From an optimization exercise on the open Yosys and OpenROAD flow, aimed at small area, a short achievable clock period and few clock cycles; shortcuts taken in it are not production practice.
In this exercise RTL edits were held to simulation tests only and were not proved equivalent to the original.

==> yarrow <==
Design van_der_pol_simple, start of the top module:
module van_der_pol_simple(
    input wire clk,
    input wire rst,
    input wire start,
    input wire [31:0] x_init,
    input wire [31:0] u_init,
    input wire [31:0] dt,
    input wire [31:0] mu,
    input wire [31:0] t_max,
    output wire [31:0] x_out,
    output wire [31:0] u_out,
    output wire [31:0] t_out,
    output reg done,
    output reg valid
);
==> module van_der_pol_simple, before the edit <==
module van_der_pol_simple(
    input wire clk,
    input wire rst,
    input wire start,
    input wire [31:0] x_init,
    input wire [31:0] u_init,
    input wire [31:0] dt,
    input wire [31:0] mu,
    input wire [31:0] t_max,
    output wire [31:0] x_out,
    output wire [31:0] u_out,
    output wire [31:0] t_out,
    output reg done,
    output reg valid
);
    reg [31:0] xc, xn, u, t;
    reg [31:0] a1, b1, a2, b2;
    reg [31:0] tm_r;
    reg [4:0] c;
    reg run;
    assign x_out = xc;
    assign u_out = u;
    assign t_out = t;
    wire [31:0] add1 = c[0] ? 32'h00010000 : c[2] ? ~xc : c[3] ? u : c[4] ? xc : 32'd0;
    wire [31:0] add2 = c[2] ? 32'h00010000 : c[4] ? ~xc : c[0] ? u : c[1] ? xc : 32'd0;
    wire [31:0] r1, r2;
    vdp_mul mul1 (
        .a(a1), .b(b1), .neg(c[0]), .add({add1, {16{c[0]}}}), .cin(c[2]), .r(r1)
    );
    vdp_mul mul2 (
        .a(a2), .b(b2), .neg(c[2]), .add({add2, {16{c[2]}}}), .cin(c[4]), .r(r2)
    );
    wire idle = ~run & ~done;
    wire [31:0] t_next = t + (c[3] ? b1 : b2);
    wire last = t_next >= tm_r;
    always @(posedge clk) begin
        tm_r <= t_max;
        if (idle) begin
            a1 <= x_init;
            b1 <= x_init;
            a2 <= 32'd0;
            b2 <= 32'd0;
        end else begin
            a1 <= c[0] ? mu : c[1] ? u : r1;
            b1 <= (c[2] | c[3]) ? dt : r1;
            a2 <= c[2] ? mu : c[3] ? r1 : r2;
            b2 <= (c[4] | c[0]) ? dt : r2;
        end
        if (idle) begin
            xc <= x_init;
            xn <= x_init;
            u <= u_init;
            t <= 32'd0;
        end else if (run) begin
            if (c[1]) xn <= r2;
            if (c[4]) xn <= r1;
            if (c[0] | c[2]) xc <= xn;
            if (c[0]) u <= r2;
            if (c[3]) u <= r1;
            if (c[0] | c[3]) t <= t_next;
        end
    end
    always @(posedge clk or posedge rst) begin
        if (rst) begin
            c <= 5'b00001;
            run <= 1'b0;
            done <= 1'b0;
            valid <= 1'b0;
        end else if (idle) begin
            c <= 5'b00001;
            run <= start;
        end else if (run) begin
            c <= {c[3:0], c[4]};
            valid <= (c[0] | c[3]) & ~last;
            if ((c[0] | c[3]) & last) begin
                run <= 1'b0;
                done <= 1'b1;
            end
        end
    end
endmodule
Settings: LEC_CHECK=0, CAP_MARGIN=20, CORE_MARGIN=2, CORE_UTILIZATION=40, SLEW_MARGIN=20; clock period 40.0 ns.
standard.sh (not shown) runs the stock make flow with config.mk's settings and CLKGATE_MAP_FILE= SYNTH_SCRIPT=/design/flow/synth_recipe.tcl, a recipe that flattens the netlist after the stock synthesis.
==> flow/flow/run.sh <==
#!/bin/bash
set -euo pipefail
export BUFFER_PORTS_ARGS="-buffer_cell sky130_fd_sc_hd__buf_4"
export SETUP_SLACK_MARGIN=31
bash standard.sh > standard.log 2>&1
==> umber: changes against yarrow <==
--- a/flow/design.v
+++ b/flow/design.v
@@ -14,64 +14,57 @@
     output reg valid
 );
-    reg [31:0] xc, xn, u, t;
-    reg [31:0] a1, b1, a2, b2;
+    reg [31:0] x, u, t;
+    reg [31:0] a, b;
     reg [31:0] tm_r;
-    reg [4:0] c;
+    reg [4:0] ph;
     reg run;
-    assign x_out = xc;
+    reg ge;
+    assign x_out = x;
     assign u_out = u;
     assign t_out = t;
-    wire [31:0] add1 = c[0] ? 32'h00010000 : c[2] ? ~xc : c[3] ? u : c[4] ? xc : 32'd0;
-    wire [31:0] add2 = c[2] ? 32'h00010000 : c[4] ? ~xc : c[0] ? u : c[1] ? xc : 32'd0;
-    wire [31:0] r1, r2;
-    vdp_mul mul1 (
-        .a(a1), .b(b1), .neg(c[0]), .add({add1, {16{c[0]}}}), .cin(c[2]), .r(r1)
-    );
-    vdp_mul mul2 (
-        .a(a2), .b(b2), .neg(c[2]), .add({add2, {16{c[2]}}}), .cin(c[4]), .r(r2)
+    wire [31:0] add_hi = ph[0] ? 32'h00010000 : ph[2] ? ~x : ph[3] ? u : ph[4] ? x : 32'd0;
+    wire [15:0] add_lo = {16{ph[0]}};
+    wire [31:0] r;
+    vdp_mul mul (
+        .a(a), .b(b), .neg(ph[0]), .add({add_hi, add_lo}), .cin(ph[2]), .r(r)
     );
     wire idle = ~run & ~done;
-    wire [31:0] t_next = t + (c[3] ? b1 : b2);
-    wire last = t_next >= tm_r;
+    wire [31:0] t_next = t + b;
     always @(posedge clk) begin
         tm_r <= t_max;
         if (idle) begin
-            a1 <= x_init;
-            b1 <= x_init;
-            a2 <= 32'd0;
-            b2 <= 32'd0;
+            a <= x_init;
+            b <= x_init;
         end else begin
-            a1 <= c[0] ? mu : c[1] ? u : r1;
-            b1 <= (c[2] | c[3]) ? dt : r1;
-            a2 <= c[2] ? mu : c[3] ? r1 : r2;
-            b2 <= (c[4] | c[0]) ? dt : r2;
+            a <= ph[0] ? mu : (ph[1] | ph[3]) ? u : r;
+            b <= (ph[2] | ph[3]) ? dt : r;
         end
         if (idle) begin
-            xc <= x_init;
-            xn <= x_init;
+            x <= x_init;
             u <= u_init;
             t <= 32'd0;
         end else if (run) begin
-            if (c[1]) xn <= r2;
-            if (c[4]) xn <= r1;
-            if (c[0] | c[2]) xc <= xn;
-            if (c[0]) u <= r2;
-            if (c[3]) u <= r1;
-            if (c[0] | c[3]) t <= t_next;
+            if (ph[3]) u <= r;
+            if (ph[4]) begin
+                x <= r;
+                t <= t_next;
+            end
         end
     end
+    always @(posedge clk) ge <= t_next >= tm_r;
+    wire tz = tm_r == 32'd0;
     always @(posedge clk or posedge rst) begin
         if (rst) begin
-            c <= 5'b00001;
+            ph <= 5'b00001;
             run <= 1'b0;
             done <= 1'b0;
             valid <= 1'b0;
         end else if (idle) begin
-            c <= 5'b00001;
+            ph <= 5'b00001;
             run <= start;
         end else if (run) begin
-            c <= {c[3:0], c[4]};
-            valid <= (c[0] | c[3]) & ~last;
-            if ((c[0] | c[3]) & last) begin
+            ph <= {ph[3:0], ph[4]};
+            valid <= ph[0] & ~tz;
+            if ((ph[0] & tz) | (ph[4] & ge)) begin
                 run <= 1'b0;
                 done <= 1'b1;
==> onyx: changes against yarrow <==
--- a/flow/design.v
+++ b/flow/design.v
@@ -14,5 +14,5 @@
     output reg valid
 );
-    reg [31:0] xc, xn, u, t;
+    reg [31:0] xc, u, t;
     reg [31:0] a1, b1, a2, b2;
     reg [31:0] tm_r;
@@ -49,11 +49,9 @@
         if (idle) begin
             xc <= x_init;
-            xn <= x_init;
             u <= u_init;
             t <= 32'd0;
         end else if (run) begin
-            if (c[1]) xn <= r2;
-            if (c[4]) xn <= r1;
-            if (c[0] | c[2]) xc <= xn;
+            if (c[0]) xc <= b1;
+            if (c[2]) xc <= b2;
             if (c[0]) u <= r2;
             if (c[3]) u <= r1;
==> flow/flow/run.sh (replaced) <==
#!/bin/bash
set -euo pipefail
export BUFFER_PORTS_ARGS="-buffer_cell sky130_fd_sc_hd__buf_1"
export SETUP_SLACK_MARGIN=30.6
bash standard.sh > standard.log 2>&1
Settings changed: CORE_UTILIZATION 40 to 65.
==> maple: changes against yarrow <==
--- a/flow/design.v
+++ b/flow/design.v
@@ -14,5 +14,5 @@
     output reg valid
 );
-    reg [31:0] xc, xn, u, t;
+    reg [31:0] xc, u, t;
     reg [31:0] a1, b1, a2, b2;
     reg [31:0] tm_r;
@@ -49,11 +49,9 @@
         if (idle) begin
             xc <= x_init;
-            xn <= x_init;
             u <= u_init;
             t <= 32'd0;
         end else if (run) begin
-            if (c[1]) xn <= r2;
-            if (c[4]) xn <= r1;
-            if (c[0] | c[2]) xc <= xn;
+            if (c[0]) xc <= b1;
+            if (c[2]) xc <= b2;
             if (c[0]) u <= r2;
             if (c[3]) u <= r1;
==> flow/flow/run.sh (replaced) <==
#!/bin/bash
set -euo pipefail
export BUFFER_PORTS_ARGS="-buffer_cell sky130_fd_sc_hd__buf_1"
export SETUP_SLACK_MARGIN=30.6
bash standard.sh > standard.log 2>&1
Settings changed: ABC_AREA set to 1.
==> flow_summary.toml <==
[outcome]
status = "no timing/DRC/antenna violations"

[logic_synthesis]
syn-num-nets = 8371

[hold_path]
min-delay-start = "t[7]"

[finish]
multi_input_area_um2 = 51170
area_growth_pct = 5.238
nNonClkBuffers = 479
multi_input_gates = 5622
seq_cells = 264

[placement]
dp_cells = 8090

[pwr]
That was onyx.
==> flow_summary.toml <==
[finish]
multi_input_gates = 2965
num_antenna_cells = 0
nNonClkBuffers = 479
area_growth_pct = 15.45
multi_input_area_um2 = 26900
seq_cells = 201

[clock_tree]
clk_latency_ps = 530

[logic_synthesis]
syn-num-nets = 4512

[timing]
finalCriticalPeriod_ps = 9185

[placement]
dp_cells = 4859

[hold_path]
min-delay-start = "ge"

[outcome]
status = "no timing/DRC/antenna violations"
That was umber.
==> flow_summary.toml <==
[hold_path]
min-delay-start = "xn[19]"

[outcome]
status = "no timing/DRC/antenna violations"

[logic_synthesis]
syn-num-nets = 8429
synthTopCellsByCount = "fa_1 (831), a22oi_1 (727), clkbuf_1 (641)"

[finish]
seq_cells = 296
multi_input_area_um2 = 51230
nNonClkBuffers = 611
area_growth_pct = 11.25

[placement]
dp_cells = 8969
dp_hpwl_um = 204200

[timing]
finClkSkew_ps = 30.52

[clock_tree]
clk_latency_ps = 570

[routing]
wl_per_cell_um = 32.02
That was yarrow.
==> flow_summary.toml <==
[placement]
dp_cells = 9087

[finish]
multi_input_gates = 5493
multi_input_area_um2 = 46280
nNonClkBuffers = 457
seq_cells = 264

[outcome]
status = "no timing/DRC/antenna violations"

[logic_synthesis]
syn-num-nets = 8495

[hold_path]
min-delay-start = "t[30]"
That was maple.
Testbench counts of yarrow, summed over its fixed seeds: cycles 52,364.
Testbench counts of umber, summed over its fixed seeds: cycles 104,057.
Testbench counts of onyx, summed over its fixed seeds: cycles 52,364.
Testbench counts of maple, summed over its fixed seeds: cycles 52,364.

[separate check: timing with driven ports]
The flow's constraints put no driver on any port. The routed layouts listed below were extracted and timed again, unchanged, in two steps.
Step 1 assumes that a clkbuf_16 drives the clock port and a buf_2 every other input.
Step 2 times the ports against the registers' clock, not the clock port: input delays grow and output delays shrink by t, the midpoint of the rising clock arrivals with the driver on.
a / b / c = no drivers / after step 1 / after step 2; a / b = the first two.
| run | t, ns | setup slack, ns | clock arrival spread, ns |
|---|---|---|---|
| yarrow | 0.611 | 30.635 / 30.577 / 31.011 | 0.030 / 0.031 |
| umber | 0.571 | 30.815 / 30.761 / 31.126 | 0.035 / 0.035 |
| onyx | 0.653 | 30.566 / 30.502 / 30.855 | 0.025 / 0.025 |
| maple | 0.630 | 30.588 / 30.529 / 30.721 | 0.017 / 0.016 |
After both steps every run listed still meets setup and hold.
